From an optimization exercise on the open Yosys and OpenROAD flow, aimed at small area; shortcuts taken in it are not production practice.
Function was checked by simulation only, so behaviour that the tests miss may differ from the original.
Power and IR drop assume default switching activity.

== trial 7 ==
==> flow/design.v (excerpt) <==
module FPGA_TOP (
  input   wire          RESET,
  input   wire          SW1,
  input   wire          CLK,
  input   wire          BTNU,
  input   wire          BTNL,
  input   wire          BTNC,
  input   wire          BTNR,
  input   wire          BTND,
  output  wire  [11:0]  SEG,
  output  wire  [15:0]  LED
  ) ;
localparam [3:0] DZ = 4'b0010;    
reg M;                         
always @ (posedge CLK) M <= SW1;
wire CHG = SW1 ^ M;            
wire RS  = RESET | CHG;        
wire QC, QNC, QR, QNR;
btnflt bfc (.CLK(CLK), .RST(RESET), .FI(CHG), .BTN(BTNC), .BTNQ(QC), .BTNQN(QNC));
btnflt bfr (.CLK(CLK), .RST(RESET | SW1), .FI(1'b0), .BTN(BTNR), .BTNQ(QR), .BTNQN(QNR));
reg T;
always @ (posedge CLK) begin
    if (RS) T <= 0;
    else T <= T ^ (M ? QNC : QC);
end
localparam IDLE = 2'd0, RUN = 2'd1, PAUSE = 2'd2, DONE_ST = 2'd3;
reg [1:0] ST;
wire IDLEs = (ST == IDLE);
wire RUNs = (ST == RUN);
reg [9:0] P;
wire W100  = P[6] & P[5] & P[2];                         
wire W1000 = P[9] & P[8] & P[7] & P[6] & P[5] & P[3];    
wire PEN = M ? T : RUNs;
wire PCLR = RS | PEN & (M ? W100 : W1000);
wire [10:0] PC;
assign PC[0] = PEN;
genvar i;
generate for (i = 0; i < 10; i = i + 1) begin : pinc
    assign PC[i+1] = PC[i] & P[i];
  ...
For scale: about 380 cells after synthesis, roughly 68 flip-flops, ~36 I/O pins, about 3300 um2 of cells after synthesis.
clock: 10.0 ns
lec_check: 0
cap_margin: 20
core_margin: 2
core_utilization: 60
cts_buf_list: sky130_fd_sc_hd__clkbuf_4
cts_cluster_diameter: 100
cts_cluster_size: 30
slew_margin: 20
run.sh (not shown) runs the stock make flow with config.mk's settings and CLKGATE_MAP_FILE= SYNTH_SCRIPT=/design/flow/synth_recipe.tcl, a recipe that flattens the netlist after the stock synthesis.
Trial 7 was carried through to the last stage, and its layout satisfied the timing, DRC and antenna checks.
--- input diff trial 7..build 68 ---
# trial 7
export LEC_CHECK = 0
export CAP_MARGIN = 20
export CORE_MARGIN = 2
export CORE_UTILIZATION = 60
export CTS_BUF_LIST = sky130_fd_sc_hd__clkbuf_4
export CTS_CLUSTER_DIAMETER = 100
export CTS_CLUSTER_SIZE = 30
export SLEW_MARGIN = 20
create_clock -name core_clock -period 10.0 [get_ports {CLK}]
# build 68
export LEC_CHECK = 0
export CAP_MARGIN = 20
export CORE_MARGIN = 2
export CORE_UTILIZATION = 40
export SLEW_MARGIN = 20
create_clock -name core_clock -period 10.0 [get_ports {CLK}]
[summary]
- The normalized max-slew margin of build 68 is lower than that of trial 7.
- Of trial 7 and build 68, the lower wire length belongs to trial 7.
- Build 68 vs. trial 7: worst slack at placement now smaller; global routing met1 resource utilization now smaller.
- Both conditions hold for build 68: the flow ran to the end and the final layout passed the timing, DRC and antenna checks.
- Comparing trial 7 against build 68, there is no change at all in total inserted antenna cells.
- Trial 7 -> build 68: area occupied by registers delta 0, exact match
- Trial 7 reports its end point of the critical path as SEG[5] while build 68 reports SEG[4].
- Total power consumption of the routed design deteriorates in build 68 relative to trial 7.

* * *

the reference run:
FPGA_TOP, a different RTL version from the one above (not shown whole).
Size: about 440 cells after synthesis, roughly 68 flip-flops, ~36 I/O pins, roughly 0.0033 mm2 of cells after synthesis.
==> flow/config.mk <==
export PLATFORM = sky130hd
export DESIGN_NAME = FPGA_TOP
export DESIGN_NICKNAME = FPGA_TOP
export VERILOG_FILES = /design/flow/design.v
export SDC_FILE = /design/flow/constraint.sdc
export NUM_CORES = 4
export LEC_CHECK = 0
export ABC_AREA = 1
export CAP_MARGIN = 20
export CORE_MARGIN = 2
export CORE_UTILIZATION = 75
export PLACE_DENSITY = 0.75
export SLEW_MARGIN = 20
==> flow/constraint.sdc <==
create_clock -name core_clock -period 10.0 [get_ports {CLK}]
set_input_delay 2.0000 -clock core_clock [delete_from_list [all_inputs] [get_ports {CLK}]]
set_output_delay 2.0000 -clock core_clock [all_outputs]
set_load 0.01 [all_outputs]
standard.sh (not shown) runs the stock make flow with config.mk's settings and CLKGATE_MAP_FILE= SYNTH_SCRIPT=/design/flow/synth_recipe.tcl, a recipe that flattens the netlist after the stock synthesis.
==> flow/flow/run.sh <==
#!/bin/bash
# The standard layout (the standard.sh, ORFS) with these changes:
#  - after synthesis the logic is re-mapped for area and every logic cell
#    gets its smallest drive strength (flow/resynth.tcl, run at the start of
#    the floorplan step; registers are kept as synthesis made them),
#  - port buffers are sky130_fd_sc_hd__buf_1 instead of ORFS's pick,
#  - the constant outputs share one tie cell each for 0 and 1,
#  - clock tree synthesis uses sky130_fd_sc_hd__clkbuf_4 and no dummy loads.
set -euo pipefail
bash standard.sh \
  "FOOTPRINT_TCL=$PWD/flow/resynth.tcl" \
  "BUFFER_PORTS_ARGS=-buffer_cell sky130_fd_sc_hd__buf_1" \
  "SKIP_REPAIR_TIE_FANOUT=1" \
  "CTS_ARGS=-sink_clustering_enable -repair_clock_nets -dont_use_dummy_load -buf_list sky130_fd_sc_hd__clkbuf_4" \
  finish > flow_make.log 2>&1
==> flow/flow/resynth.tcl <==
# Sourced in the floorplan step (FOOTPRINT_TCL), before any placement:
#  - remove the buffers synthesis inserted,
#  - give every logic cell the smallest drive strength of its kind,
#  - re-map the logic between the registers for area (OpenROAD restructure,
#    twice), then downsize again.
# Registers are not touched. The later repair steps size up or buffer again
# where slew, load or timing needs it.
proc my_downsize {} {
  set n 0
  foreach inst [get_cells *] {
    set master [get_property $inst ref_name]
    if { ![regexp {^(sky130_fd_sc_hd__[a-z0-9]+)_([0-9]+)$} $master -> base drive] } { continue }
    if { [regexp {^sky130_fd_sc_hd__(df|sdf|edf|dl|conb|tap|fill|decap|clk)} $base] } { continue }
    set best ""
    set best_area 1e9
    foreach cell [get_lib_cells */${base}_*] {
      set name [get_property $cell name]
      if { ![regexp "^${base}_\[0-9\]+\$" $name] } { continue }
      if { [get_property $cell dont_use] } { continue }
      set a [get_property $cell area]
      if { $a < $best_area } { set best_area $a; set best $name }
    }
    if { $best ne "" && $best ne $master } {
      replace_cell $inst $best
      incr n
    }
  }
  puts "resynth.tcl: $n cells downsized"
}
proc my_area {} {
  set a 0
  foreach inst [get_cells *] {
    set a [expr { $a + [get_property [get_lib_cells */[get_property $inst ref_name]] area] }]
  }
  return $a
}
puts "resynth.tcl: area at start [my_area]"
remove_buffers
my_downsize
set rmp_dir [file join $::env(WORK_HOME) rmp]
file mkdir $rmp_dir
foreach pass {1 2} {
  restructure -target area -liberty_file [lindex $::env(LIB_FILES) 0] \
    -tielo_port [join $::env(TIELO_CELL_AND_PORT) /] -tiehi_port [join $::env(TIEHI_CELL_AND_PORT) /] \
    -work_dir $rmp_dir -abc_logfile [file join $rmp_dir abc_$pass.log]
  puts "resynth.tcl: area after restructure pass $pass [my_area]"
}
my_downsize
puts "resynth.tcl: area at end [my_area]"
Changes in the trial run relative to the reference run:
-- flow/flow/resynth.tcl --
<<< the reference run, line 49
puts "resynth.tcl: area at end [my_area]"
>>> the trial run, line 49
puts "resynth.tcl: area at end [my_area]"
# One tie cell has both a high and a low output: let one cell drive both
# constants when synthesis used one cell for each.
set block [ord::get_db_block]
set ties {}
foreach inst [$block getInsts] {
  if { [[$inst getMaster] getName] eq "sky130_fd_sc_hd__conb_1" } { lappend ties $inst }
}
if { [llength $ties] == 2 } {
  foreach { a b } $ties break
  if { [[$a findITerm HI] getNet] ne "NULL" } { foreach { a b } [list $b $a] break }
  set hi [[$b findITerm HI] getNet]
  if { [[$a findITerm HI] getNet] eq "NULL" && [[$b findITerm LO] getNet] eq "NULL" && $hi ne "NULL" } {
    [$b findITerm HI] disconnect
    [$a findITerm HI] connect $hi
    odb::dbInst_destroy $b
    puts "resynth.tcl: tie cells merged"
  }
}
==> comparison <==
In the summary table, the trial run is marked failed, with error EST-0104 raised in floorplan (2_1_floorplan).
The reference run has completed all stages; timing, DRC and antenna checks passed.
The reference run → the trial run: area after synthesis saw little to no change; fraction of the mapped netlist area in compound gates comparable; synthesized-area fraction occupied by adder cells neither gained nor lost much.

* * *

FPGA_TOP with an RTL version that a note above also has.
For scale: roughly 380 cells after synthesis, ~68 flip-flops, about 36 I/O pins, ~3300 sq um of cells after synthesis.
export LEC_CHECK = 0
export CAP_MARGIN = 20
export CORE_MARGIN = 2
export CORE_UTILIZATION = 75
export PLACE_DENSITY = 0.75
export SLEW_MARGIN = 20
create_clock -name core_clock -period 10.0 [get_ports {CLK}]
==> flow/flow/run.sh <==
#!/bin/bash
# The standard layout (the standard.sh, ORFS) with these changes:
#  - after synthesis every logic cell gets its smallest drive strength
#    (flow/downsize.tcl, run at the start of the floorplan step),
#  - port buffers are sky130_fd_sc_hd__buf_1 instead of ORFS's pick,
#  - the constant outputs share one tie cell each for 0 and 1,
#  - clock tree synthesis uses sky130_fd_sc_hd__clkbuf_4 and no dummy loads.
set -euo pipefail
bash standard.sh \
  "FOOTPRINT_TCL=$PWD/flow/downsize.tcl" \
  "BUFFER_PORTS_ARGS=-buffer_cell sky130_fd_sc_hd__buf_1" \
  "SKIP_REPAIR_TIE_FANOUT=1" \
  "CTS_ARGS=-sink_clustering_enable -repair_clock_nets -dont_use_dummy_load -buf_list sky130_fd_sc_hd__clkbuf_4" \
  finish > flow_make.log 2>&1
==> flow/flow/downsize.tcl <==
# Sourced in the floorplan step (FOOTPRINT_TCL): give every logic cell that
# synthesis sized up the smallest drive strength of its kind. The later
# repair steps size up or buffer again where slew, load or timing needs it.
set n 0
foreach inst [get_cells *] {
  set master [get_property $inst ref_name]
  if { ![regexp {^(sky130_fd_sc_hd__[a-z0-9]+)_([0-9]+)$} $master -> base drive] } { continue }
  if { [regexp {^sky130_fd_sc_hd__(df|sdf|edf|dl|conb|tap|fill|decap|clk)} $base] } { continue }
  set best ""
  set best_area 1e9
  foreach cell [get_lib_cells */${base}_*] {
    set name [get_property $cell name]
    if { ![regexp "^${base}_\[0-9\]+\$" $name] } { continue }
    if { [get_property $cell dont_use] } { continue }
    set a [get_property $cell area]
    if { $a < $best_area } { set best_area $a; set best $name }
  }
  if { $best ne "" && $best ne $master } {
    replace_cell $inst $best
    incr n
  }
}
puts "downsize.tcl: replaced $n cells with smaller drive strengths"
Edit:
Settings changed: CORE_UTILIZATION 75 to 85, PLACE_DENSITY 0.75 to 0.85.
=> Final cell count went down by 1.4%; power fell by 0.36%; setup slack degrades by 0.0079 ns; sequential share of layout area climbs by 0.22 points; maximum frequency barely changes; count of clock-buffer cells in the layout is unchanged; non-clock buffer count fell by 2; via count grows by 6.5%.
Edit:
Settings changed: ABC_AREA set to 1, CORE_UTILIZATION 85 to 75, PLACE_DENSITY 0.85 to 0.75.
Effect: Power shrinks by about 1%. Flip-flop and latch count does not change. Core utilization went down by 13 points. Clock power shrinks by about 5%. Non-clock buffer count fell by 1. Worst setup slack gains 0.30 ns.
Edit:
==> flow/flow/run.sh (replaced) <==
#!/bin/bash
# The standard layout (the standard.sh, ORFS) with three changes:
#  - port buffers are sky130_fd_sc_hd__buf_1 instead of ORFS's pick,
#  - the constant outputs share one tie cell each for 0 and 1,
#  - clock tree synthesis uses no dummy loads.
set -euo pipefail
bash standard.sh \
  "BUFFER_PORTS_ARGS=-buffer_cell sky130_fd_sc_hd__buf_1" \
  "SKIP_REPAIR_TIE_FANOUT=1" \
  "CTS_ARGS=-sink_clustering_enable -repair_clock_nets -dont_use_dummy_load" \
  finish > flow_make.log 2>&1
Settings changed: ABC_AREA 1 to unset, CORE_UTILIZATION 75 to 60, CTS_BUF_LIST set to sky130_fd_sc_hd__clkbuf_4, PLACE_DENSITY 0.75 to unset.
removed: flow/flow/downsize.tcl
What happened: The new run completed without violations. Core utilization came out lower by 13 points. Sequential share of layout area came out lower by 1.7 points. Global-route usage came out lower by 4.1 points. Worst setup slack degrades by 0.37 ns. Design area came out higher by about 4.4%.

## re-timing with driven ports
The results above use ideal ports. As a check the final layouts listed here were re-extracted and re-timed, cells and wires unchanged. Step 1 sets driving cells, clkbuf_16 on the clock port and buf_2 on the other inputs (assumed; they add their load-dependent delay and slew). Step 2 moves the port delays by t, midway between the first and last clock arrival at a register: inputs arrive t later, outputs are due t later. That takes back most of the time a late clock gives input paths. Slacks: ideal ports / drivers / drivers and shift; pairs: ideal ports / drivers.
| run | shift t [ns] | setup slack, ns | hold slack, ns | latest minus earliest clock arrival (ns) |
|---|---|---|---|---|
| trial 7 | 0.429 | 3.542 / 3.515 / 3.515 | 0.480 / 0.480 / 0.480 | 0.010 / 0.010 |
| build 68 | 0.366 | 3.409 / 3.388 / 3.388 | 0.463 / 0.463 / 0.463 | 0.008 / 0.008 |
| the reference run | 0.408 | 4.402 / 4.379 / 4.379 | 0.446 / 0.446 / 0.446 | 0.030 / 0.030 |
| the first run of note 3 | 0.432 | 4.349 / 4.323 / 4.323 | 0.460 / 0.460 / 0.460 | 0.028 / 0.027 |
| the second run of note 3 | 0.434 | 4.341 / 4.318 / 4.318 | 0.466 / 0.466 / 0.466 | 0.028 / 0.028 |
| the third run of note 3 | 0.402 | 4.646 / 4.623 / 4.623 | 0.433 / 0.433 / 0.433 | 0.037 / 0.037 |
| the fourth run of note 3 | 0.360 | 4.271 / 4.250 / 4.250 | 0.460 / 0.460 / 0.460 | 0.014 / 0.015 |
After both steps every run listed still meets setup and hold. The setup slack of trial 7, which loses most, moves by -0.027 ns with the drivers and by -0.027 ns with both steps.
